What follows belongs to an exercise in optimizing a design on an open flow for small area; a production flow would make more cautious choices. Only simulation tests tie the RTL to the original design; equivalence was not proved. Power and IR drop assume default switching activity.

## pong
module pong(
    input clock,
    output [3:0] red,
    output [3:0] green,
    output [3:0] blue,
    output hsync, vsync, avideo,
    input switch,
    input reset,
    input pushUp,
    input pushDown
  );
Size in the first run: roughly 20 I/O pins, about 5700 sq um of cells after synthesis.
export LEC_CHECK = 0
export CAP_MARGIN = 20
export CORE_MARGIN = 2
export CORE_UTILIZATION = 40
export SLEW_MARGIN = 20
create_clock -name core_clock -period 10.0 [get_ports {clock}]
standard.sh (not shown) runs the stock make flow with config.mk's settings and CLKGATE_MAP_FILE= SYNTH_SCRIPT=/design/flow/synth_recipe.tcl, a recipe that flattens the netlist after the stock synthesis.
==> flow/flow/run.sh <==
#!/bin/bash
# Own layout flow:
#  1. the standard synthesis (bash standard.sh synth);
#  2. the combinational logic mapped again by ABC with an area-oriented
#     script (deepsyn, best of four seeds); the flip-flops, their names and their cells stay as the
#     standard synthesis made them;
#  3. the standard layout from floorplan to finish on that netlist, with
#     the smallest buffer on each port and a clock tree of small buffers.
# Each tool's output goes to a log file of its own in this folder.
set -euo pipefail
W=$(pwd)
PLAT=${FLOW_PLATFORM:-sky130hd}
R=$W/orfs/results/$PLAT/pong/base
L=$W/orfs/logs/$PLAT/pong/base

bash standard.sh synth > "$W/standard_synth.log" 2>&1

YOSYS=$(command -v yosys || true)
[ -n "$YOSYS" ] || YOSYS=$FLOW_HOME/../tools/install/yosys/bin/yosys
LIB=$FLOW_HOME/platforms/$PLAT/lib/sky130_fd_sc_hd__tt_025C_1v80.lib

cp "$R/1_2_yosys.v" "$W/standard_synth.v"
# the same don't-use cells as the standard synthesis gave ABC
DONT_USE=$(grep -m1 -o -- '^abc -script .*' "$L/1_2_yosys.log" | grep -o -- '-dont_use [^ ]*' | tr '\n' ' ')
# the sequential cells stay as they are
SEQ=$(grep -o 'sky130_fd_sc_hd__\(df\|edf\|sdf\|dl\|sdl\)[a-z0-9_]*' "$W/standard_synth.v" | sort -u | tr '\n' ' ')

# ABC's deepsyn is run with a few random seeds side by side; the smallest
# mapped netlist is kept
remap() {
  local S=$1
  cat > "$W/remap_s$S.ys" <<YS
read_liberty -ignore_miss_func $LIB
read_verilog $W/standard_synth.v
hierarchy -top $FLOW_TOP
setattr -mod -set blackbox 1 $SEQ
flatten
hierarchy -top $FLOW_TOP
opt_clean -purge
tee -o $W/remap_before.txt stat -liberty $LIB
abc -liberty $LIB $DONT_USE -script +strash;&get,-n;&deepsyn,-S,$S,-T,240;&put;dch,-f;amap
opt_clean -purge
setundef -zero
hilomap -singleton -hicell sky130_fd_sc_hd__conb_1 HI -locell sky130_fd_sc_hd__conb_1 LO
insbuf -buf sky130_fd_sc_hd__buf_1 A X
splitnets
opt_clean -purge
read_liberty -lib -ignore_redef $LIB
check -assert
tee -o $W/remap_s$S.txt stat -liberty $LIB
write_verilog -noattr -nohex -nodec $W/remap_s$S.v
YS
  "$YOSYS" -s "$W/remap_s$S.ys" > "$W/remap_s$S.log" 2>&1
}
for S in 0 1 2 3; do remap $S & done
wait
BEST=""
BEST_AREA=""
for S in 0 1 2 3; do
  [ -f "$W/remap_s$S.v" ] || continue
  A=$(grep -m1 'Chip area' "$W/remap_s$S.txt" | awk '{print $NF}')
  if [ -z "$BEST" ] || awk -v a="$A" -v b="$BEST_AREA" 'BEGIN { exit !(a < b) }'; then
    BEST=$S
    BEST_AREA=$A
  fi
done
[ -n "$BEST" ] || { echo "no remapped netlist" >&2; exit 1; }
echo "remap: seed $BEST, area $BEST_AREA" > "$W/remap_choice.txt"
cp "$W/remap_s$BEST.v" "$W/remap.v"

cp "$W/remap.v" "$R/1_2_yosys.v"
rm -f "$R/1_synth.odb" "$R/1_synth.sdc"

export BUFFER_PORTS_ARGS="-buffer_cell sky130_fd_sc_hd__buf_1"
export CTS_ARGS="-sink_clustering_enable -repair_clock_nets -dont_use_dummy_load -buf_list sky130_fd_sc_hd__clkbuf_8"
bash standard.sh > "$W/standard_layout.log" 2>&1
The first run produced a clean layout.
Rerun with:
--- a/flow/design.v
+++ b/flow/design.v
@@ -385,28 +385,31 @@
       step10[i] = v[i] ^ c;
       c = c & (v[i] ^ dn);
     end
   end
 endfunction
   reg st, nst;
   wire [10:0] e = sub10({1'b0, by}, {1'b0, pad});
-  wire eneg = e[10] & (&e[9:2]) & (e[1] | e[0]);      
+  wire eneg = e[10] & (&e[8:2]) & (e[1] | e[0]);      
   wire onpad = (~e[10] & le(e[9:0], 37)) | eneg;
   wire [5:0] el = e[5:0];
   wire [2:0] sec_code = (eneg | le(el, 2)) ? 3'b101 :    
                         le(el, 8)  ? 3'b110 :            
                         le(el, 13) ? 3'b111 :            
                         le(el, 19) ? 3'b000 :
                         le(el, 25) ? 3'b001 :            
                         le(el, 31) ? 3'b010 :            
                                      3'b011;             
   always @(posedge clock) begin
     st <= nst;
     if (~reset) begin
       nst <= 1'b0;
+      sent <= 1'b0;
+      pt <= 1'b0;
+      sec <= 3'b000;
     end else begin
       if (~st) begin
         if ((bx == 10'd33) & onpad) begin
           pt <= 1'b0;
           sec <= sec_code;
           nst <= 1'b1;
         end else if (~ge(bx, 10) & ~onpad) begin
@@ -521,16 +524,16 @@
                   (rnd == 4'd5)  ? 9'd450 :
                   (rnd == 4'd6)  ? 9'd310 :
                   (rnd == 4'd7)  ? 9'd210 :
                   (rnd == 4'd8)  ? 9'd35  :
                   (rnd == 4'd9)  ? 9'd335 :
                   (rnd == 4'd10) ? 9'd135 : 9'd227;
   wire bx632 = (bx == 10'd632);
-  wire top  = le({1'b0, by}, 29);
-  wire bot  = ge({1'b0, by}, 464);
+  wire top  = ~(|by[8:5]) & ~(by[2] & by[1]);           
+  wire bot  = by[8] & by[7] & by[6] & by[4];             
   wire xl10 = le(bx, 10);
   wire restart = pt | ponto2 | ar;
   reg [1:0] dx;      
   reg [2:0] dy;      
   reg n_ponto2, n_s2, n_s3, n_a1, n_a2, n_a11, n_a22;
   always @(*) begin
     dx = 2'b00;
What happened:
- The new run completed with no timing, DRC or antenna violations
- hold slack is worse by 0.015 ns
- count of clock-buffer cells in the layout is unchanged
- wire length climbs by 3.3%
- global-route usage grows by 0.85 points
- power barely changes

==> what the ideal ports hide <==
No port has a modelled driver above. Below, the same layouts with a new extraction and two added sets of constraints. Step 1 assumes that a clkbuf_16 drives the clock port and a buf_2 every other input. Step 2 moves the port delays by t, midway between the first and last clock arrival at a register: inputs arrive t later, outputs are due t later. That takes back most of the time a late clock gives input paths. Three values: no drivers, after step 1, after step 2; two values: the first two.
run | t (ns) | setup slack, ns | hold slack, ns | worst setup path at the end | clock arrival spread, ns
the first run | 0.416 | 5.169 / 5.169 / 5.079 | 0.348 / 0.348 / 0.348 | input to register | 0.032 / 0.032
the second run | 0.414 | 4.153 / 4.153 / 4.153 | 0.333 / 0.333 / 0.333 | register to register | 0.027 / 0.027
After both steps every run listed still meets setup and hold. The setup slack of the first run, which loses most, moves by 0.000 ns with the drivers and by -0.090 ns with both steps.
